This is an optimization exercise on Yosys and OpenROAD, whose aim is small area and a short achievable clock period, not a production implementation. No functional check of the RTL was part of any run shown here. Power is estimated from default activity; no workload was simulated.

==> flow/design.v (outline; a module is shown in full before it is edited, if it fits) <==
// module csa_fa: 4 lines
// module csa_ha: 4 lines
// module fp_addmul: 1882 lines
module fp_addmul (
    input  wire        clk,
    input  wire        rst,
    input  wire        sub,
    input  wire [31:0] a,
    input  wire [31:0] b,
    output wire [31:0] add_result,
    output wire [31:0] mul_result
);
  // ...
==> flow/run.sh <==
#!/bin/bash
# synth_recipe.tcl (not shown) runs the flow's synth.tcl, then flattens the netlist and writes it again
# the make line also repeats each setting of config.mk as NAME=value (left out here)
make -C /OpenROAD-flow-scripts/flow DESIGN_CONFIG=/design/flow/config.mk WORK_HOME=/design/flow/orfs CLKGATE_MAP_FILE= SYNTH_SCRIPT=/design/flow/synth_recipe.tcl finish
==> flow/config.mk <==
export PLATFORM = sky130hd
export DESIGN_NAME = fp_addmul
export DESIGN_NICKNAME = fp_addmul
export VERILOG_FILES = /design/flow/design.v
export SDC_FILE = /design/flow/constraint.sdc
export NUM_CORES = 4
export LEC_CHECK = 0
export CAP_MARGIN = 20
export CORE_MARGIN = 2
export CORE_UTILIZATION = 40
export SETUP_SLACK_MARGIN = 5
export SLEW_MARGIN = 20
export SYNTH_HIERARCHICAL = 1
export SYNTH_MINIMUM_KEEP_SIZE = 0
==> flow/constraint.sdc <==
create_clock -name core_clock -period 10.0 [get_ports {clk}]
set_input_delay 2.0000 -clock core_clock [delete_from_list [all_inputs] [get_ports {clk}]]
set_output_delay 2.0000 -clock core_clock [all_outputs]
set_load 0.01 [all_outputs]
==> notes.md, run 1 <==
- Fin crit period: roughly 5 ns
- Reg-to-reg endpoint: x1_2[25]
- DRT met1 WL: between 40000 and 50000 um
- Largest net degree at the start of global routing: 164
- Flops & latches, synth: 374
- Top cells by count, synth: nor2_1 (528), dfrtp_1 (374), a21oi_1 (320)
- Multi-input gate share of total cell area: 0.6016
- Non-clk invs: 83
- Met3 Resource Use GR: 0.04213
- Most common cell after layout, fill and taps aside: nor2_1
- Combinational power share: 0.638
- Top post-synthesis cells by area: dfrtp_1 (29%), fa_1 (17%), a221oi_1 (6.1%)
- Relative slew slack: 0.2886
- Top-area cell type share of the netlist area: 0.2872
- TNS Setup: 0 ns
- Clock tree cell share of total cell area: 0.03831
- Vias in the first global route: 26970
- Number of flip-flops in the largest register: 48
- Tightest Pin Transition: around 1.1 ns
- Status: finished clean
- Largest Register: x0_2
- Dpl ws: roughly 3.3 ns
- Adder-cell share of the synthesized area: 0.2204
- R2R Setup Slk: 5.16 ns
- Reg clk slew, reported paths: around 0.060 ns
- Hold path endpoint: ar4[26]
- Cts repair resizes: 96
- CTS tree: yes
- Synth Warn #: 7
- Initial antenna violation count: 0
- P_sw: 4.858 mW
- Sw frac: 0.4371
- Finished Layout Cells: 4618
- First-pass GRT wire length: 160400 um
- IO Pins: 131
- Worst Path Buf+Inv: 3
- Clock Power: 1.57 mW
- Worst Setup EP: sh1[0]
- Post-synth EDFFs: 0
- Compound-cell area share of the yosys netlist: 0.2027
- Non-clock buffer share: 0.05780
==> run 2: changes to the inputs <==
--- a/flow/design.v
+++ b/flow/design.v
@@ -900,108 +900,16 @@
     wire mt_t805;
     wire mt_t806;
     wire mt_t807;
     wire mt_t808;
     wire mt_t809;
     wire mt_t810;
     wire mt_t811;
     wire mt_t812;
-    wire mt_t813;
-    wire mt_t814;
-    wire mt_t815;
-    wire mt_t816;
-    wire mt_t817;
-    wire mt_t818;
-    wire mt_t819;
-    wire mt_t820;
-    wire mt_t821;
-    wire mt_t822;
-    wire mt_t823;
-    wire mt_t824;
-    wire mt_t825;
-    wire mt_t826;
-    wire mt_t827;
-    wire mt_t828;
-    wire mt_t829;
-    wire mt_t830;
-    wire mt_t831;
-    wire mt_t832;
-    wire mt_t833;
-    wire mt_t834;
-    wire mt_t835;
-    wire mt_t836;
-    wire mt_t837;
-    wire mt_t838;
-    wire mt_t839;
-    wire mt_t840;
-    wire mt_t841;
-    wire mt_t842;
-    wire mt_t843;
-    wire mt_t844;
-    wire mt_t845;
-    wire mt_t846;
-    wire mt_t847;
-    wire mt_t848;
-    wire mt_t849;
-    wire mt_t850;
-    wire mt_t851;
-    wire mt_t852;
-    wire mt_t853;
-    wire mt_t854;
-    wire mt_t855;
-    wire mt_t856;
-    wire mt_t857;
-    wire mt_t858;
-    wire mt_t859;
-    wire mt_t860;
-    wire mt_t861;
-    wire mt_t862;
-    wire mt_t863;
-    wire mt_t864;
-    wire mt_t865;
-    wire mt_t866;
-    wire mt_t867;
-    wire mt_t868;
-    wire mt_t869;
-    wire mt_t870;
-    wire mt_t871;
-    wire mt_t872;
-    wire mt_t873;
-    wire mt_t874;
-    wire mt_t875;
-    wire mt_t876;
-    wire mt_t877;
-    wire mt_t878;
-    wire mt_t879;
-    wire mt_t880;
-    wire mt_t881;
-    wire mt_t882;
-    wire mt_t883;
-    wire mt_t884;
-    wire mt_t885;
-    wire mt_t886;
-    wire mt_t887;
-    wire mt_t888;
-    wire mt_t889;
-    wire mt_t890;
-    wire mt_t891;
-    wire mt_t892;
-    wire mt_t893;
-    wire mt_t894;
-    wire mt_t895;
-    wire mt_t896;
-    wire mt_t897;
-    wire mt_t898;
-    wire mt_t899;
-    wire mt_t900;
-    wire mt_t901;
-    wire mt_t902;
-    wire mt_t903;
-    wire mt_t904;
     assign bneg0 = q1[1];
     assign bone0 = q1[0] ^ 1'b0;
     assign btwo0 = (q1[1] & ~q1[0] & ~1'b0) | (~q1[1] & q1[0] & 1'b0);
     assign mt_p1 = ((bone0 & p1[0]) | (btwo0 & 1'b0)) ^ bneg0;
     assign mt_p2 = ((bone0 & p1[1]) | (btwo0 & p1[0])) ^ bneg0;
     assign mt_p3 = ((bone0 & p1[2]) | (btwo0 & p1[1])) ^ bneg0;
     assign mt_p4 = ((bone0 & p1[3]) | (btwo0 & p1[2])) ^ bneg0;
     assign mt_p5 = ((bone0 & p1[4]) | (btwo0 & p1[3])) ^ bneg0;
@@ -1590,66 +1498,20 @@
     csa_fa u_mt_t797 (.a(mt_t707), .b(mt_t704), .c(mt_t706), .s(mt_t797), .co(mt_t798));
     csa_fa u_mt_t799 (.a(mt_t708), .b(mt_t711), .c(mt_t710), .s(mt_t799), .co(mt_t800));
     csa_fa u_mt_t801 (.a(mt_t715), .b(mt_t712), .c(mt_t717), .s(mt_t801), .co(mt_t802));
     csa_fa u_mt_t803 (.a(mt_t716), .b(mt_t721), .c(mt_t718), .s(mt_t803), .co(mt_t804));
     csa_fa u_mt_t805 (.a(mt_p308), .b(mt_t722), .c(mt_t720), .s(mt_t805), .co(mt_t806));
     csa_fa u_mt_t807 (.a(mt_t725), .b(mt_p285), .c(mt_p309), .s(mt_t807), .co(mt_t808));
     csa_fa u_mt_t809 (.a(p1[21]), .b(mt_t726), .c(mt_q286), .s(mt_t809), .co(mt_t810));
     csa_ha u_mt_t811 (.a(1'b1), .b(p1[22]), .s(mt_t811), .co(mt_t812));
-    csa_ha u_mt_t813 (.a(bneg1), .b(mt_p3), .s(mt_t813), .co(mt_t814));
-    csa_ha u_mt_t815 (.a(mt_p4), .b(mt_p28), .s(mt_t815), .co(mt_t816));
-    csa_fa u_mt_t817 (.a(mt_p29), .b(mt_p53), .c(mt_t727), .s(mt_t817), .co(mt_t818));
-    csa_fa u_mt_t819 (.a(mt_p54), .b(mt_t728), .c(mt_t729), .s(mt_t819), .co(mt_t820));
-    csa_fa u_mt_t821 (.a(mt_t730), .b(mt_t579), .c(mt_t731), .s(mt_t821), .co(mt_t822));
-    csa_fa u_mt_t823 (.a(mt_t581), .b(mt_t732), .c(mt_t733), .s(mt_t823), .co(mt_t824));
-    csa_fa u_mt_t825 (.a(mt_t583), .b(mt_t734), .c(mt_t735), .s(mt_t825), .co(mt_t826));
-    csa_fa u_mt_t827 (.a(mt_t587), .b(mt_t736), .c(mt_t737), .s(mt_t827), .co(mt_t828));
-    csa_fa u_mt_t829 (.a(mt_t593), .b(mt_t738), .c(mt_t739), .s(mt_t829), .co(mt_t830));
-    csa_fa u_mt_t831 (.a(mt_t597), .b(mt_t740), .c(mt_t741), .s(mt_t831), .co(mt_t832));
-    csa_fa u_mt_t833 (.a(mt_t601), .b(mt_t742), .c(mt_t743), .s(mt_t833), .co(mt_t834));
-    csa_fa u_mt_t835 (.a(mt_t605), .b(mt_t744), .c(mt_t745), .s(mt_t835), .co(mt_t836));
-    csa_fa u_mt_t837 (.a(mt_t609), .b(mt_t746), .c(mt_t747), .s(mt_t837), .co(mt_t838));
-    csa_fa u_mt_t839 (.a(mt_t613), .b(mt_t748), .c(mt_t749), .s(mt_t839), .co(mt_t840));
-    csa_fa u_mt_t841 (.a(mt_t617), .b(mt_t750), .c(mt_t751), .s(mt_t841), .co(mt_t842));
-    csa_fa u_mt_t843 (.a(mt_t621), .b(mt_t752), .c(mt_t753), .s(mt_t843), .co(mt_t844));
-    csa_fa u_mt_t845 (.a(mt_t625), .b(mt_t754), .c(mt_t755), .s(mt_t845), .co(mt_t846));
-    csa_fa u_mt_t847 (.a(mt_t629), .b(mt_t756), .c(mt_t757), .s(mt_t847), .co(mt_t848));
-    csa_fa u_mt_t849 (.a(mt_t633), .b(mt_t758), .c(mt_t759), .s(mt_t849), .co(mt_t850));
-    csa_fa u_mt_t851 (.a(mt_t637), .b(mt_t760), .c(mt_t761), .s(mt_t851), .co(mt_t852));
-    csa_fa u_mt_t853 (.a(mt_t641), .b(mt_t762), .c(mt_t763), .s(mt_t853), .co(mt_t854));
-    csa_fa u_mt_t855 (.a(mt_t645), .b(mt_t764), .c(mt_t765), .s(mt_t855), .co(mt_t856));
-    csa_fa u_mt_t857 (.a(mt_t649), .b(mt_t766), .c(mt_t767), .s(mt_t857), .co(mt_t858));
-    csa_fa u_mt_t859 (.a(mt_t653), .b(mt_t768), .c(mt_t769), .s(mt_t859), .co(mt_t860));
-    csa_fa u_mt_t861 (.a(mt_t657), .b(mt_t770), .c(mt_t771), .s(mt_t861), .co(mt_t862));
-    csa_fa u_mt_t863 (.a(mt_t661), .b(mt_t772), .c(mt_t773), .s(mt_t863), .co(mt_t864));
-    csa_fa u_mt_t865 (.a(mt_t665), .b(mt_t774), .c(mt_t775), .s(mt_t865), .co(mt_t866));
-    csa_fa u_mt_t867 (.a(mt_t669), .b(mt_t776), .c(mt_t777), .s(mt_t867), .co(mt_t868));
-    csa_fa u_mt_t869 (.a(mt_t673), .b(mt_t778), .c(mt_t779), .s(mt_t869), .co(mt_t870));
-    csa_fa u_mt_t871 (.a(mt_t677), .b(mt_t780), .c(mt_t781), .s(mt_t871), .co(mt_t872));
-    csa_fa u_mt_t873 (.a(mt_t681), .b(mt_t782), .c(mt_t783), .s(mt_t873), .co(mt_t874));
-    csa_fa u_mt_t875 (.a(mt_t685), .b(mt_t784), .c(mt_t785), .s(mt_t875), .co(mt_t876));
-    csa_fa u_mt_t877 (.a(mt_t689), .b(mt_t786), .c(mt_t787), .s(mt_t877), .co(mt_t878));
-    csa_fa u_mt_t879 (.a(mt_t693), .b(mt_t788), .c(mt_t789), .s(mt_t879), .co(mt_t880));
-    csa_fa u_mt_t881 (.a(mt_t694), .b(mt_t791), .c(mt_t790), .s(mt_t881), .co(mt_t882));
-    csa_fa u_mt_t883 (.a(mt_t701), .b(mt_t792), .c(mt_t793), .s(mt_t883), .co(mt_t884));
-    csa_fa u_mt_t885 (.a(mt_t705), .b(mt_t794), .c(mt_t795), .s(mt_t885), .co(mt_t886));
-    csa_fa u_mt_t887 (.a(mt_t709), .b(mt_t796), .c(mt_t797), .s(mt_t887), .co(mt_t888));
-    csa_fa u_mt_t889 (.a(mt_t713), .b(mt_t798), .c(mt_t799), .s(mt_t889), .co(mt_t890));
-    csa_fa u_mt_t891 (.a(mt_t714), .b(mt_t801), .c(mt_t800), .s(mt_t891), .co(mt_t892));
-    csa_fa u_mt_t893 (.a(mt_t719), .b(mt_t802), .c(mt_t803), .s(mt_t893), .co(mt_t894));
-    csa_fa u_mt_t895 (.a(mt_t723), .b(mt_t804), .c(mt_t805), .s(mt_t895), .co(mt_t896));
-    csa_fa u_mt_t897 (.a(mt_t724), .b(mt_t807), .c(mt_t806), .s(mt_t897), .co(mt_t898));
-    csa_fa u_mt_t899 (.a(mt_p310), .b(mt_t809), .c(mt_t808), .s(mt_t899), .co(mt_t900));
-    csa_fa u_mt_t901 (.a(mt_t811), .b(mt_p311), .c(mt_t810), .s(mt_t901), .co(mt_t902));
-    csa_fa u_mt_t903 (.a(1'b1), .b(mt_t812), .c(mt_q312), .s(mt_t903), .co(mt_t904));
     reg [23:0] s2;
     reg [7:0]  ea2, em2;
     reg        sa2, sm2, mz2, k2;
-    reg [47:0] x0_2, x1_2;
+    reg [47:0] x0_2, x1_2, x2_2;
     always @(posedge clk or posedge rst) begin
         if (rst) begin
             s2 <= 24'd0; ea2 <= 8'd0; sa2 <= 1'b0;
             em2 <= 8'd0; sm2 <= 1'b0; mz2 <= 1'b0; k2 <= 1'b0;
             x0_2[0] <= 1'b0;
             x0_2[1] <= 1'b0;
             x0_2[2] <= 1'b0;
             x0_2[3] <= 1'b0;
@@ -1691,17 +1553,16 @@
             x0_2[39] <= 1'b0;
             x0_2[40] <= 1'b0;
             x0_2[41] <= 1'b0;
             x0_2[42] <= 1'b0;
             x0_2[43] <= 1'b0;
             x0_2[44] <= 1'b0;
             x0_2[45] <= 1'b0;
             x0_2[46] <= 1'b0;
-            x0_2[47] <= 1'b0;
             x1_2[0] <= 1'b0;
             x1_2[2] <= 1'b0;
             x1_2[3] <= 1'b0;
             x1_2[4] <= 1'b0;
             x1_2[5] <= 1'b0;
             x1_2[6] <= 1'b0;
             x1_2[7] <= 1'b0;
             x1_2[8] <= 1'b0;
@@ -1739,135 +1600,362 @@
             x1_2[40] <= 1'b0;
             x1_2[41] <= 1'b0;
             x1_2[42] <= 1'b0;
             x1_2[43] <= 1'b0;
             x1_2[44] <= 1'b0;
             x1_2[45] <= 1'b0;
             x1_2[46] <= 1'b0;
             x1_2[47] <= 1'b0;
+            x2_2[2] <= 1'b0;
+            x2_2[4] <= 1'b0;
+            x2_2[5] <= 1'b0;
+            x2_2[6] <= 1'b0;
+            x2_2[7] <= 1'b0;
+            x2_2[8] <= 1'b0;
+            x2_2[9] <= 1'b0;
+            x2_2[10] <= 1'b0;
+            x2_2[11] <= 1'b0;
+            x2_2[12] <= 1'b0;
+            x2_2[13] <= 1'b0;
+            x2_2[14] <= 1'b0;
+            x2_2[15] <= 1'b0;
+            x2_2[16] <= 1'b0;
+            x2_2[17] <= 1'b0;
+            x2_2[18] <= 1'b0;
+            x2_2[19] <= 1'b0;
+            x2_2[20] <= 1'b0;
+            x2_2[21] <= 1'b0;
+            x2_2[22] <= 1'b0;
+            x2_2[23] <= 1'b0;
+            x2_2[24] <= 1'b0;
+            x2_2[25] <= 1'b0;
+            x2_2[26] <= 1'b0;
+            x2_2[27] <= 1'b0;
+            x2_2[28] <= 1'b0;
+            x2_2[29] <= 1'b0;
+            x2_2[30] <= 1'b0;
+            x2_2[31] <= 1'b0;
+            x2_2[32] <= 1'b0;
+            x2_2[33] <= 1'b0;
+            x2_2[34] <= 1'b0;
+            x2_2[35] <= 1'b0;
+            x2_2[36] <= 1'b0;
+            x2_2[37] <= 1'b0;
+            x2_2[38] <= 1'b0;
+            x2_2[39] <= 1'b0;
+            x2_2[40] <= 1'b0;
+            x2_2[41] <= 1'b0;
+            x2_2[42] <= 1'b0;
+            x2_2[43] <= 1'b0;
+            x2_2[44] <= 1'b0;
+            x2_2[45] <= 1'b0;
+            x2_2[46] <= 1'b0;
+            x2_2[47] <= 1'b0;
         end else begin
             if (!ok1)
                 s2 <= 24'd0;
             else if (!eq1)
                 s2 <= sum1;
             ea2 <= ea1;
             sa2 <= sa1;
             em2 <= em1;
             sm2 <= sm1;
             mz2 <= !ok1;
             k2  <= 1'b1;
             x0_2[0] <= bneg0;
             x0_2[1] <= mt_p2;
-            x0_2[2] <= mt_p27;
-            x0_2[3] <= mt_t814;
-            x0_2[4] <= mt_t816;
-            x0_2[5] <= mt_t818;
-            x0_2[6] <= mt_t820;
-            x0_2[7] <= mt_t822;
-            x0_2[8] <= mt_t824;
-            x0_2[9] <= mt_t826;
-            x0_2[10] <= mt_t828;
-            x0_2[11] <= mt_t830;
-            x0_2[12] <= mt_t832;
-            x0_2[13] <= mt_t834;
-            x0_2[14] <= mt_t836;
-            x0_2[15] <= mt_t838;
-            x0_2[16] <= mt_t840;
-            x0_2[17] <= mt_t842;
-            x0_2[18] <= mt_t844;
-            x0_2[19] <= mt_t846;
-            x0_2[20] <= mt_t848;
-            x0_2[21] <= mt_t850;
-            x0_2[22] <= mt_t852;
-            x0_2[23] <= mt_t854;
-            x0_2[24] <= mt_t856;
-            x0_2[25] <= mt_t858;
-            x0_2[26] <= mt_t860;
-            x0_2[27] <= mt_t862;
-            x0_2[28] <= mt_t864;
-            x0_2[29] <= mt_t866;
-            x0_2[30] <= mt_t868;
-            x0_2[31] <= mt_t870;
-            x0_2[32] <= mt_t872;
-            x0_2[33] <= mt_t874;
-            x0_2[34] <= mt_t876;
-            x0_2[35] <= mt_t878;
-            x0_2[36] <= mt_t880;
-            x0_2[37] <= mt_t883;
-            x0_2[38] <= mt_t884;
-            x0_2[39] <= mt_t886;
-            x0_2[40] <= mt_t888;
-            x0_2[41] <= mt_t890;
-            x0_2[42] <= mt_t893;
-            x0_2[43] <= mt_t894;
-            x0_2[44] <= mt_t896;
-            x0_2[45] <= mt_t899;
-            x0_2[46] <= mt_t901;
-            x0_2[47] <= mt_t903;
+            x0_2[2] <= bneg1;
+            x0_2[3] <= mt_p4;
+            x0_2[4] <= mt_p29;
+            x0_2[5] <= mt_p54;
+            x0_2[6] <= mt_t730;
+            x0_2[7] <= mt_t581;
+            x0_2[8] <= mt_t583;
+            x0_2[9] <= mt_t587;
+            x0_2[10] <= mt_t593;
+            x0_2[11] <= mt_t597;
+            x0_2[12] <= mt_t601;
+            x0_2[13] <= mt_t605;
+            x0_2[14] <= mt_t609;
+            x0_2[15] <= mt_t613;
+            x0_2[16] <= mt_t617;
+            x0_2[17] <= mt_t621;
+            x0_2[18] <= mt_t625;
+            x0_2[19] <= mt_t629;
+            x0_2[20] <= mt_t633;
+            x0_2[21] <= mt_t637;
+            x0_2[22] <= mt_t641;
+            x0_2[23] <= mt_t645;
+            x0_2[24] <= mt_t649;
+            x0_2[25] <= mt_t653;
+            x0_2[26] <= mt_t657;
+            x0_2[27] <= mt_t661;
+            x0_2[28] <= mt_t665;
+            x0_2[29] <= mt_t669;
+            x0_2[30] <= mt_t673;
+            x0_2[31] <= mt_t677;
+            x0_2[32] <= mt_t681;
+            x0_2[33] <= mt_t685;
+            x0_2[34] <= mt_t689;
+            x0_2[35] <= mt_t693;
+            x0_2[36] <= mt_t694;
+            x0_2[37] <= mt_t701;
+            x0_2[38] <= mt_t705;
+            x0_2[39] <= mt_t709;
+            x0_2[40] <= mt_t713;
+            x0_2[41] <= mt_t714;
+            x0_2[42] <= mt_t719;
+            x0_2[43] <= mt_t723;
+            x0_2[44] <= mt_t724;
+            x0_2[45] <= mt_p310;
+            x0_2[46] <= mt_t811;
             x1_2[0] <= mt_p1;
-            x1_2[2] <= mt_t813;
-            x1_2[3] <= mt_t815;
-            x1_2[4] <= mt_t817;
-            x1_2[5] <= mt_t819;
-            x1_2[6] <= mt_t821;
-            x1_2[7] <= mt_t823;
-            x1_2[8] <= mt_t825;
-            x1_2[9] <= mt_t827;
-            x1_2[10] <= mt_t829;
-            x1_2[11] <= mt_t831;
-            x1_2[12] <= mt_t833;
-            x1_2[13] <= mt_t835;
-            x1_2[14] <= mt_t837;
-            x1_2[15] <= mt_t839;
-            x1_2[16] <= mt_t841;
-            x1_2[17] <= mt_t843;
-            x1_2[18] <= mt_t845;
-            x1_2[19] <= mt_t847;
-            x1_2[20] <= mt_t849;
-            x1_2[21] <= mt_t851;
-            x1_2[22] <= mt_t853;
-            x1_2[23] <= mt_t855;
-            x1_2[24] <= mt_t857;
-            x1_2[25] <= mt_t859;
-            x1_2[26] <= mt_t861;
-            x1_2[27] <= mt_t863;
-            x1_2[28] <= mt_t865;
-            x1_2[29] <= mt_t867;
-            x1_2[30] <= mt_t869;
-            x1_2[31] <= mt_t871;
-            x1_2[32] <= mt_t873;
-            x1_2[33] <= mt_t875;
-            x1_2[34] <= mt_t877;
-            x1_2[35] <= mt_t879;
-            x1_2[36] <= mt_t881;
-            x1_2[37] <= mt_t882;
-            x1_2[38] <= mt_t885;
-            x1_2[39] <= mt_t887;
-            x1_2[40] <= mt_t889;
-            x1_2[41] <= mt_t891;
-            x1_2[42] <= mt_t892;
-            x1_2[43] <= mt_t895;
-            x1_2[44] <= mt_t897;
-            x1_2[45] <= mt_t898;
-            x1_2[46] <= mt_t900;
-            x1_2[47] <= mt_t902;
+            x1_2[2] <= mt_p3;
+            x1_2[3] <= mt_p28;
+            x1_2[4] <= mt_p53;
+            x1_2[5] <= mt_t728;
+            x1_2[6] <= mt_t579;
+            x1_2[7] <= mt_t732;
+            x1_2[8] <= mt_t734;
+            x1_2[9] <= mt_t736;
+            x1_2[10] <= mt_t738;
+            x1_2[11] <= mt_t740;
+            x1_2[12] <= mt_t742;
+            x1_2[13] <= mt_t744;
+            x1_2[14] <= mt_t746;
+            x1_2[15] <= mt_t748;
+            x1_2[16] <= mt_t750;
+            x1_2[17] <= mt_t752;
+            x1_2[18] <= mt_t754;
+            x1_2[19] <= mt_t756;
+            x1_2[20] <= mt_t758;
+            x1_2[21] <= mt_t760;
+            x1_2[22] <= mt_t762;
+            x1_2[23] <= mt_t764;
+            x1_2[24] <= mt_t766;
+            x1_2[25] <= mt_t768;
+            x1_2[26] <= mt_t770;
+            x1_2[27] <= mt_t772;
+            x1_2[28] <= mt_t774;
+            x1_2[29] <= mt_t776;
+            x1_2[30] <= mt_t778;
+            x1_2[31] <= mt_t780;
+            x1_2[32] <= mt_t782;
+            x1_2[33] <= mt_t784;
+            x1_2[34] <= mt_t786;
+            x1_2[35] <= mt_t788;
+            x1_2[36] <= mt_t791;
+            x1_2[37] <= mt_t792;
+            x1_2[38] <= mt_t794;
+            x1_2[39] <= mt_t796;
+            x1_2[40] <= mt_t798;
+            x1_2[41] <= mt_t801;
+            x1_2[42] <= mt_t802;
+            x1_2[43] <= mt_t804;
+            x1_2[44] <= mt_t807;
+            x1_2[45] <= mt_t809;
+            x1_2[46] <= mt_p311;
+            x1_2[47] <= mt_t812;
+            x2_2[2] <= mt_p27;
+            x2_2[4] <= mt_t727;
+            x2_2[5] <= mt_t729;
+            x2_2[6] <= mt_t731;
+            x2_2[7] <= mt_t733;
+            x2_2[8] <= mt_t735;
+            x2_2[9] <= mt_t737;
+            x2_2[10] <= mt_t739;
+            x2_2[11] <= mt_t741;
+            x2_2[12] <= mt_t743;
+            x2_2[13] <= mt_t745;
+            x2_2[14] <= mt_t747;
+            x2_2[15] <= mt_t749;
+            x2_2[16] <= mt_t751;
+            x2_2[17] <= mt_t753;
+            x2_2[18] <= mt_t755;
+            x2_2[19] <= mt_t757;
+            x2_2[20] <= mt_t759;
+            x2_2[21] <= mt_t761;
+            x2_2[22] <= mt_t763;
+            x2_2[23] <= mt_t765;
+            x2_2[24] <= mt_t767;
+            x2_2[25] <= mt_t769;
+            x2_2[26] <= mt_t771;
+            x2_2[27] <= mt_t773;
+            x2_2[28] <= mt_t775;
+            x2_2[29] <= mt_t777;
+            x2_2[30] <= mt_t779;
+            x2_2[31] <= mt_t781;
+            x2_2[32] <= mt_t783;
+            x2_2[33] <= mt_t785;
+            x2_2[34] <= mt_t787;
+            x2_2[35] <= mt_t789;
+            x2_2[36] <= mt_t790;
+            x2_2[37] <= mt_t793;
+            x2_2[38] <= mt_t795;
+            x2_2[39] <= mt_t797;
+            x2_2[40] <= mt_t799;
+            x2_2[41] <= mt_t800;
+            x2_2[42] <= mt_t803;
+            x2_2[43] <= mt_t805;
+            x2_2[44] <= mt_t806;
+            x2_2[45] <= mt_t808;
+            x2_2[46] <= mt_t810;
+            x2_2[47] <= mt_q312;
         end
     end
     reg [4:0] lz;
     integer i;
     always @(*) begin
         lz = 5'd24;
         for (i = 0; i < 24; i = i + 1)
             if (s2[i]) lz = 5'd23 - i[4:0];
     end
     wire [23:0] nrm   = s2 << lz;
     wire [7:0]  ef2   = ea2 - {3'd0, lz};
-    wire [47:0] row0  = {x0_2[47], x0_2[46], x0_2[45], x0_2[44], x0_2[43], x0_2[42], x0_2[41], x0_2[40], x0_2[39], x0_2[38], x0_2[37], x0_2[36], x0_2[35], x0_2[34], x0_2[33], x0_2[32], x0_2[31], x0_2[30], x0_2[29], x0_2[28], x0_2[27], x0_2[26], x0_2[25], x0_2[24], x0_2[23], x0_2[22], x0_2[21], x0_2[20], x0_2[19], x0_2[18], x0_2[17], x0_2[16], x0_2[15], x0_2[14], x0_2[13], x0_2[12], x0_2[11], x0_2[10], x0_2[9], x0_2[8], x0_2[7], x0_2[6], x0_2[5], x0_2[4], x0_2[3], x0_2[2], x0_2[1], x0_2[0]};
-    wire [47:0] row1  = {x1_2[47], x1_2[46], x1_2[45], x1_2[44], x1_2[43], x1_2[42], x1_2[41], x1_2[40], x1_2[39], x1_2[38], x1_2[37], x1_2[36], x1_2[35], x1_2[34], x1_2[33], x1_2[32], x1_2[31], x1_2[30], x1_2[29], x1_2[28], x1_2[27], x1_2[26], x1_2[25], x1_2[24], x1_2[23], x1_2[22], x1_2[21], x1_2[20], x1_2[19], x1_2[18], x1_2[17], x1_2[16], x1_2[15], x1_2[14], x1_2[13], x1_2[12], x1_2[11], x1_2[10], x1_2[9], x1_2[8], x1_2[7], x1_2[6], x1_2[5], x1_2[4], x1_2[3], x1_2[2], 1'b0, x1_2[0]};
+    wire mt_t100001;
+    wire mt_t100002;
+    wire mt_t100003;
+    wire mt_t100004;
+    wire mt_t100005;
+    wire mt_t100006;
+    wire mt_t100007;
+    wire mt_t100008;
+    wire mt_t100009;
+    wire mt_t100010;
+    wire mt_t100011;
+    wire mt_t100012;
+    wire mt_t100013;
+    wire mt_t100014;
+    wire mt_t100015;
+    wire mt_t100016;
+    wire mt_t100017;
+    wire mt_t100018;
+    wire mt_t100019;
+    wire mt_t100020;
+    wire mt_t100021;
+    wire mt_t100022;
+    wire mt_t100023;
+    wire mt_t100024;
+    wire mt_t100025;
+    wire mt_t100026;
+    wire mt_t100027;
+    wire mt_t100028;
+    wire mt_t100029;
+    wire mt_t100030;
+    wire mt_t100031;
+    wire mt_t100032;
+    wire mt_t100033;
+    wire mt_t100034;
+    wire mt_t100035;
+    wire mt_t100036;
+    wire mt_t100037;
+    wire mt_t100038;
+    wire mt_t100039;
+    wire mt_t100040;
+    wire mt_t100041;
+    wire mt_t100042;
+    wire mt_t100043;
+    wire mt_t100044;
+    wire mt_t100045;
+    wire mt_t100046;
+    wire mt_t100047;
+    wire mt_t100048;
+    wire mt_t100049;
+    wire mt_t100050;
+    wire mt_t100051;
+    wire mt_t100052;
+    wire mt_t100053;
+    wire mt_t100054;
+    wire mt_t100055;
+    wire mt_t100056;
+    wire mt_t100057;
+    wire mt_t100058;
+    wire mt_t100059;
+    wire mt_t100060;
+    wire mt_t100061;
+    wire mt_t100062;
+    wire mt_t100063;
+    wire mt_t100064;
+    wire mt_t100065;
+    wire mt_t100066;
+    wire mt_t100067;
+    wire mt_t100068;
+    wire mt_t100069;
+    wire mt_t100070;
+    wire mt_t100071;
+    wire mt_t100072;
+    wire mt_t100073;
+    wire mt_t100074;
+    wire mt_t100075;
+    wire mt_t100076;
+    wire mt_t100077;
+    wire mt_t100078;
+    wire mt_t100079;
+    wire mt_t100080;
+    wire mt_t100081;
+    wire mt_t100082;
+    wire mt_t100083;
+    wire mt_t100084;
+    wire mt_t100085;
+    wire mt_t100086;
+    wire mt_t100087;
+    wire mt_t100088;
+    wire mt_t100089;
+    wire mt_t100090;
+    wire mt_t100091;
+    wire mt_t100092;
+    csa_ha u_mt_t100001 (.a(x0_2[2]), .b(x1_2[2]), .s(mt_t100001), .co(mt_t100002));
+    csa_ha u_mt_t100003 (.a(x0_2[3]), .b(x1_2[3]), .s(mt_t100003), .co(mt_t100004));
+    csa_fa u_mt_t100005 (.a(x0_2[4]), .b(x1_2[4]), .c(x2_2[4]), .s(mt_t100005), .co(mt_t100006));
+    csa_fa u_mt_t100007 (.a(x0_2[5]), .b(x1_2[5]), .c(x2_2[5]), .s(mt_t100007), .co(mt_t100008));
+    csa_fa u_mt_t100009 (.a(x0_2[6]), .b(x1_2[6]), .c(x2_2[6]), .s(mt_t100009), .co(mt_t100010));
+    csa_fa u_mt_t100011 (.a(x0_2[7]), .b(x1_2[7]), .c(x2_2[7]), .s(mt_t100011), .co(mt_t100012));
+    csa_fa u_mt_t100013 (.a(x0_2[8]), .b(x1_2[8]), .c(x2_2[8]), .s(mt_t100013), .co(mt_t100014));
+    csa_fa u_mt_t100015 (.a(x0_2[9]), .b(x1_2[9]), .c(x2_2[9]), .s(mt_t100015), .co(mt_t100016));
+    csa_fa u_mt_t100017 (.a(x0_2[10]), .b(x1_2[10]), .c(x2_2[10]), .s(mt_t100017), .co(mt_t100018));
+    csa_fa u_mt_t100019 (.a(x0_2[11]), .b(x1_2[11]), .c(x2_2[11]), .s(mt_t100019), .co(mt_t100020));
+    csa_fa u_mt_t100021 (.a(x0_2[12]), .b(x1_2[12]), .c(x2_2[12]), .s(mt_t100021), .co(mt_t100022));
+    csa_fa u_mt_t100023 (.a(x0_2[13]), .b(x1_2[13]), .c(x2_2[13]), .s(mt_t100023), .co(mt_t100024));
+    csa_fa u_mt_t100025 (.a(x0_2[14]), .b(x1_2[14]), .c(x2_2[14]), .s(mt_t100025), .co(mt_t100026));
+    csa_fa u_mt_t100027 (.a(x0_2[15]), .b(x1_2[15]), .c(x2_2[15]), .s(mt_t100027), .co(mt_t100028));
+    csa_fa u_mt_t100029 (.a(x0_2[16]), .b(x1_2[16]), .c(x2_2[16]), .s(mt_t100029), .co(mt_t100030));
+    csa_fa u_mt_t100031 (.a(x0_2[17]), .b(x1_2[17]), .c(x2_2[17]), .s(mt_t100031), .co(mt_t100032));
+    csa_fa u_mt_t100033 (.a(x0_2[18]), .b(x1_2[18]), .c(x2_2[18]), .s(mt_t100033), .co(mt_t100034));
+    csa_fa u_mt_t100035 (.a(x0_2[19]), .b(x1_2[19]), .c(x2_2[19]), .s(mt_t100035), .co(mt_t100036));
+    csa_fa u_mt_t100037 (.a(x0_2[20]), .b(x1_2[20]), .c(x2_2[20]), .s(mt_t100037), .co(mt_t100038));
+    csa_fa u_mt_t100039 (.a(x0_2[21]), .b(x1_2[21]), .c(x2_2[21]), .s(mt_t100039), .co(mt_t100040));
+    csa_fa u_mt_t100041 (.a(x0_2[22]), .b(x1_2[22]), .c(x2_2[22]), .s(mt_t100041), .co(mt_t100042));
+    csa_fa u_mt_t100043 (.a(x0_2[23]), .b(x1_2[23]), .c(x2_2[23]), .s(mt_t100043), .co(mt_t100044));
+    csa_fa u_mt_t100045 (.a(x0_2[24]), .b(x1_2[24]), .c(x2_2[24]), .s(mt_t100045), .co(mt_t100046));
+    csa_fa u_mt_t100047 (.a(x0_2[25]), .b(x1_2[25]), .c(x2_2[25]), .s(mt_t100047), .co(mt_t100048));
+    csa_fa u_mt_t100049 (.a(x0_2[26]), .b(x1_2[26]), .c(x2_2[26]), .s(mt_t100049), .co(mt_t100050));
+    csa_fa u_mt_t100051 (.a(x0_2[27]), .b(x1_2[27]), .c(x2_2[27]), .s(mt_t100051), .co(mt_t100052));
+    csa_fa u_mt_t100053 (.a(x0_2[28]), .b(x1_2[28]), .c(x2_2[28]), .s(mt_t100053), .co(mt_t100054));
+    csa_fa u_mt_t100055 (.a(x0_2[29]), .b(x1_2[29]), .c(x2_2[29]), .s(mt_t100055), .co(mt_t100056));
+    csa_fa u_mt_t100057 (.a(x0_2[30]), .b(x1_2[30]), .c(x2_2[30]), .s(mt_t100057), .co(mt_t100058));
+    csa_fa u_mt_t100059 (.a(x0_2[31]), .b(x1_2[31]), .c(x2_2[31]), .s(mt_t100059), .co(mt_t100060));
+    csa_fa u_mt_t100061 (.a(x0_2[32]), .b(x1_2[32]), .c(x2_2[32]), .s(mt_t100061), .co(mt_t100062));
+    csa_fa u_mt_t100063 (.a(x0_2[33]), .b(x1_2[33]), .c(x2_2[33]), .s(mt_t100063), .co(mt_t100064));
+    csa_fa u_mt_t100065 (.a(x0_2[34]), .b(x1_2[34]), .c(x2_2[34]), .s(mt_t100065), .co(mt_t100066));
+    csa_fa u_mt_t100067 (.a(x0_2[35]), .b(x1_2[35]), .c(x2_2[35]), .s(mt_t100067), .co(mt_t100068));
+    csa_fa u_mt_t100069 (.a(x0_2[36]), .b(x1_2[36]), .c(x2_2[36]), .s(mt_t100069), .co(mt_t100070));
+    csa_fa u_mt_t100071 (.a(x0_2[37]), .b(x1_2[37]), .c(x2_2[37]), .s(mt_t100071), .co(mt_t100072));
+    csa_fa u_mt_t100073 (.a(x0_2[38]), .b(x1_2[38]), .c(x2_2[38]), .s(mt_t100073), .co(mt_t100074));
+    csa_fa u_mt_t100075 (.a(x0_2[39]), .b(x1_2[39]), .c(x2_2[39]), .s(mt_t100075), .co(mt_t100076));
+    csa_fa u_mt_t100077 (.a(x0_2[40]), .b(x1_2[40]), .c(x2_2[40]), .s(mt_t100077), .co(mt_t100078));
+    csa_fa u_mt_t100079 (.a(x0_2[41]), .b(x1_2[41]), .c(x2_2[41]), .s(mt_t100079), .co(mt_t100080));
+    csa_fa u_mt_t100081 (.a(x0_2[42]), .b(x1_2[42]), .c(x2_2[42]), .s(mt_t100081), .co(mt_t100082));
+    csa_fa u_mt_t100083 (.a(x0_2[43]), .b(x1_2[43]), .c(x2_2[43]), .s(mt_t100083), .co(mt_t100084));
+    csa_fa u_mt_t100085 (.a(x0_2[44]), .b(x1_2[44]), .c(x2_2[44]), .s(mt_t100085), .co(mt_t100086));
+    csa_fa u_mt_t100087 (.a(x0_2[45]), .b(x1_2[45]), .c(x2_2[45]), .s(mt_t100087), .co(mt_t100088));
+    csa_fa u_mt_t100089 (.a(x0_2[46]), .b(x1_2[46]), .c(x2_2[46]), .s(mt_t100089), .co(mt_t100090));
+    csa_fa u_mt_t100091 (.a(k2), .b(x1_2[47]), .c(x2_2[47]), .s(mt_t100091), .co(mt_t100092));
+    wire [47:0] row0  = {mt_t100090, mt_t100088, mt_t100086, mt_t100084, mt_t100082, mt_t100080, mt_t100078, mt_t100076, mt_t100074, mt_t100072, mt_t100070, mt_t100068, mt_t100066, mt_t100064, mt_t100062, mt_t100060, mt_t100058, mt_t100056, mt_t100054, mt_t100052, mt_t100050, mt_t100048, mt_t100046, mt_t100044, mt_t100042, mt_t100040, mt_t100038, mt_t100036, mt_t100034, mt_t100032, mt_t100030, mt_t100028, mt_t100026, mt_t100024, mt_t100022, mt_t100020, mt_t100018, mt_t100016, mt_t100014, mt_t100012, mt_t100010, mt_t100008, mt_t100006, mt_t100004, mt_t100002, x2_2[2], x0_2[1], x0_2[0]};
+    wire [47:0] row1  = {mt_t100091, mt_t100089, mt_t100087, mt_t100085, mt_t100083, mt_t100081, mt_t100079, mt_t100077, mt_t100075, mt_t100073, mt_t100071, mt_t100069, mt_t100067, mt_t100065, mt_t100063, mt_t100061, mt_t100059, mt_t100057, mt_t100055, mt_t100053, mt_t100051, mt_t100049, mt_t100047, mt_t100045, mt_t100043, mt_t100041, mt_t100039, mt_t100037, mt_t100035, mt_t100033, mt_t100031, mt_t100029, mt_t100027, mt_t100025, mt_t100023, mt_t100021, mt_t100019, mt_t100017, mt_t100015, mt_t100013, mt_t100011, mt_t100009, mt_t100007, mt_t100005, mt_t100003, mt_t100001, 1'b0, x1_2[0]};
     wire [47:0] p2    = row0 + row1;
     reg [31:0] ar3;
     reg [24:0] pm3;
     reg [7:0]  em3;
     reg        sm3, mz3;
     always @(posedge clk or posedge rst) begin
         if (rst) begin
             ar3 <= 32'd0; pm3 <= 25'd0; em3 <= 8'd0; sm3 <= 1'b0; mz3 <= 1'b0;
==> run 2 against run 1 <==
  * Routed wire length up 1.6%
  * Still clean on timing, DRC and antenna
  * Global-route usage is 0.49 points lower
  * Clock power rose by 13%
  * Non-clock buffer count up 11
  * Largest power group unchanged
  * Cell area rose by 4.0%
  * Critical path type unchanged
==> notes.md, run 2 <==
- Status: finished clean (unchanged)
- WS Path Type: in -> reg (unchanged)
- Dominant cell by count in the synthesized netlist: nor2_1 (unchanged)
- Lkg Pwr: 16.11 nW (was 15.13 nW)
- Avg Cell Area, Syn: 9.136 um2 (was 9.045 um2)
- Chip height: 293.8 um (was 289.4 um)
- Nets: 4094 (was 4007)
- Final hold violation count: 0 (unchanged)
- Die area: 86320 um2 (was 83780 um2)
- Bufs on Longest Clock Path: 3 (unchanged)
- Tightest Pin Transition: 1.203 ns (was 1.067 ns)
- Routed wire length: 104400 um (was 102800 um)
- IO Port Bufs: 130 (unchanged)
- HP Class: reg -> reg (unchanged)
- Asr flop ratio synth: 1.000 (unchanged)
- CTS tree: yes (unchanged)
- Total core area: 83420 um2 (was 80550 um2)
- Max H-tree Level: 2 (unchanged)
- Cell area after synthesis: 33590 um2 (was 32590 um2)
- Hold-fix buffers at CTS: 0 (unchanged)
- RSZ-0062 raised after global routing: no (was yes)
- Initial antenna violation count: 0 (unchanged)
- Synth unique cells: 82 (was 83)
- Largest net degree at the start of global routing: 165 (was 164)
- 1st-iter DRT viols: 3335 (was 3325)
- Relative slew slack: 0.1977 (was 0.2886)
- VDD IR max: 0.1932 mV (was 0.1773 mV)
- Synth area leader: dfrtp_1 (unchanged)
- Post-synth EDFFs: 0 (unchanged)
- Top-area cell type share of the netlist area: 0.3114 (was 0.2872)
- Required @ worst endpoint: 10.45 ns (was 10.43 ns)
- Synth Warn #: 7 (unchanged)
- WHS: 0.3438 ns (was 0.3423 ns)
- Top post-synthesis cells by area: dfrtp_1 (31%), fa_1 (16%), a221oi_1 (5.8%) (was dfrtp_1 (29%), fa_1 (17%), a221oi_1 (6.1%))
- Largest stage delay, worst path: 0.29 ns (was 0.35 ns)
- Wire per inst: 22.07 um (was 22.25 um)
- Fin crit period: 4.851 ns (was 4.941 ns)
- GPL Wtd Cong: 0.8818 (was 0.8882)
- IO Pins: 131 (unchanged)
- Flops & latches, synth: 418 (was 374)
- Largest registers: x0_2: 47 flops, x1_2: 47 flops, x2_2: 43 flops (was x0_2: 48 flops, x1_2: 47 flops)
- Worst Clk Skew: 0.01576 ns (was 0.01117 ns)
- Post-DP HPWL: 67090 um (was 66800 um)
- Total gr overflow: 0 (unchanged)
- Crit path DAT: 5.30 ns (was 5.38 ns)
- Vias/cell: 5.997 (was 6.061)
- Reg clk slew, reported paths: 0.06 ns (about the same)
- Main synth FF type: dfrtp_1 (unchanged)
- Vias in the first global route: 28040 (was 26970)
- Area growth syn-to-layout: 13.04% (was 12.05%)
- Top cells by count, synth: nor2_1 (474), nand2_1 (430), dfrtp_1 (418) (was nor2_1 (528), dfrtp_1 (374), a21oi_1 (320))
- Crit path cell chain: dlygate4sd2_1 -> nor4_1 -> nand2_1 -> nor2_4 -> ha_4 -> ha_4 -> nand2b_4 -> xnor2_4 -> ha_4 -> inv_2 -> o21bai_2 -> a31oi_2 -> nand2_1 -> a21oi_2 -> nand3_2 -> o221ai_2 -> o221ai_2 -> a221oi_4 -> nand2_1 (was buf_8 -> nor4_4 -> nand4_1 -> buf_4 -> nor2_4 -> ha_4 -> ha_4 -> nand2_4 -> o21ai_4 -> buf_6 -> fa_2 -> a21o_1 -> a21o_1 -> a21oi_2 -> nand3_1 -> mux2_4 -> nand3_4 -> o2111ai_4 -> o31ai_4 -> nand3_1)
- Die Wd: 293.8 um (was 289.4 um)
- First-pass GRT wire length: 164300 um (was 160400 um)
- Cts bufs inserted: 44 (was 40)
- CTS root buf: clkbuf_16 (unchanged)
- Setup-failing EPs final: 0 (unchanged)
- Initial core utilization: 0.4027 (was 0.4046)
- Via count: 28360 (was 27990)
- Fin crit share: 0.4851 (was 0.4941)
- Worst-Skew Late Latency: 0.59 ns (was 0.57 ns)
- Layout cell share with drive strength beyond 1: 0.1039 (was 0.1113)
- Max-Cap Viols: 0 (unchanged)
- Post-route ant nets: 0 (unchanged)
- Clock net sink count: 418 (was 374)
- Slowest-stage cell, CP: a221oi_4 (was fa_2)
- CP startpoint kind: input port (unchanged)
- Most frequent cells in the layout: nor2_1 (464), nand2_1 (429), dfrtp_1 (391), a21oi_1 (298), fa_1 (267) (was nor2_1 (521), dfrtp_1 (346), a21oi_1 (313), nand2_1 (303), fa_1 (266))
- Gr usage total: 0.2408 (was 0.2457)
- TNS Setup: 0 ns (unchanged)
- Crit end category: register (unchanged)
- Fmax: 206.1 MHz (was 202.4 MHz)
- DRC: 0 (unchanged)
- FP Rows: 106 (was 104)
- Ant diodes: 0 (unchanged)
- Power Density: 327.8 nW/um2 (was 304.3 nW/um2)
- First-pass iteration count of the detailed router: 6 (unchanged)
- Part of the Yosys area used for sequential elements: 0.3114 (was 0.2872)
- Crit-path max FO: 5 (unchanged)
- Most common cell after layout, fill and taps aside: nor2_1 (unchanged)
- Cells after synthesis: 3677 (was 3603)
- Slew Limit Fails: 0 (unchanged)
[run 2: cell types whose count changed in the layout (fill, tap and decap cells not counted), moves of 8 or more]
cell      before  now
a21oi_1      313  298
clkbuf_2      20   12
dfrtp_1      346  391
mux2_2        57   37
nand2_1      303  429
nor2_1       521  464
nor3_1        33   43
o21ai_0      103   86
o31ai_1       19   11
[run 2: logic make-up after synthesis]
kind of cell | count (synthesis) | share of synthesized area
flops | 418 | 0.3114
buf+inv | 459 | 0.05203
mux | 154 | 0.05114
simple gates | 1138 | 0.1431
other cells | 2 | 0.0002236
xor+xnor | 140 | 0.03650
fa+ha+maj | 414 | 0.2142
compound gates | 952 | 0.1914
[run 2: routing by layer]
| layer | global-route usage | wire (um) | up-vias |
|---|---|---|---|
| met2 | 0.3731 | 46750 | 1407 |
| met5 | 0 | 0 | - |
| li1 | - | - | 12770 |
| met1 | 0.3328 | 43840 | 13910 |
| met3 | 0.04554 | 9495 | 280 |
| met4 | 0.09569 | 4289 | 0 |
[run 2: final cells by class]
type	instances	area, um2
fill	7894	45450
multi-input combinational	2811	21860
sequential	418	10500
timing repair buffer	250	2293
tap	1080	1351
clock buffer	59	1300
inverter	90	351.6
clock inverter	21	314.1
[run 2: final timing paths]
check	to	start	slack [ns]	depth (start not counted)
setup / recovery	sh1[2]	b[10]	5.15	19
hold / removal	ar5[16]	ar4[16]	0.34	0
setup reg to reg	s2[23]	q1[15]	5.25	19
hold reg to reg	ar5[16]	ar4[16]	0.34	0
max in group asynchronous	p1[4]	rst	6.39	4
min in group asynchronous	mr4[1]	rst	1.77	2
[run 2: Yosys stat by module (local to each module, per instance)]
module     cell area, um2  times used  cells inside
csa_fa              20.02         264             1
csa_ha              12.51          32             1
fp_addmul           27910           1          3381
[run 2: metrics by stage]
stage          setup slack [ns]  cells  area, um2  power, mW  utilization
2_1_floorplan             2.362   3688      33680      8.209            -
3_3_place_gp              3.505   4623      35720      10.52       0.4281
3_5_place_dp              3.429   4623      35720      10.67       0.4281
4_1_cts                   4.995   4715      37590      12.55       0.4506
5_1_grt                   4.951   4729      37970      13.65       0.4552
6_report                  5.149   4729      37970      12.45       0.4552
[run 2: power breakdown]
group	switching (mW)	internal (mW)	leakage, nW
clock network	0.687	1.10	0.789
logic	4.48	3.38	10.4
registers	0.351	2.45	4.88
total	5.52	6.93	16.1
[run 2: critical path: cells and delay by family]
kind / cells / cell delay (ns)
adders and majority gates: 3 / 0.55
and+or+nand+nor: 7 / 1.10
buffers and inverters: 2 / 0.35
AOI/OAI and AO/OA: 6 / 1.13
xor gates and xnor gates: 1 / 0.15
[run 2: what timing repair did]
| item | in CTS | in global routing |
|---|---|---|
| setup endpoints to repair | 32 | 11 |
| resized for setup | 97 | 105 |
| buffers inserted | 12 | 13 |
| endpoints found under the hold margin | 0 | 0 |
| gates cloned | 0 | 1 |
| pin swaps | 30 | 37 |

-- what the ideal ports hide --
The results above use ideal ports. As a check the final layouts listed here were re-extracted and re-timed, cells and wires unchanged.
Step 1 assumes that a clkbuf_16 drives the clock port and a buf_2 every other input.
Step 2, shift: input delay + t, output delay - t, t = (earliest + latest rising clock arrival at the registers) / 2. This alone moves slack from input paths to output paths.
a / b / c = ideal / step 1 / step 2; a / b = the first two.
run	t (ns)	setup slack, ns	worst register clock-pin slew, ns	worst data-port slew with drivers (ns)
run 1	0.625	5.059 / 5.079 / 4.455	0.07 / 0.07	0.05
run 2	0.648	5.149 / 5.187 / 4.539	0.07 / 0.07	0.05
After both steps every run listed still meets setup and hold. The setup slack of run 2, which loses most, moves by +0.038 ns with the drivers and by -0.610 ns with both steps.
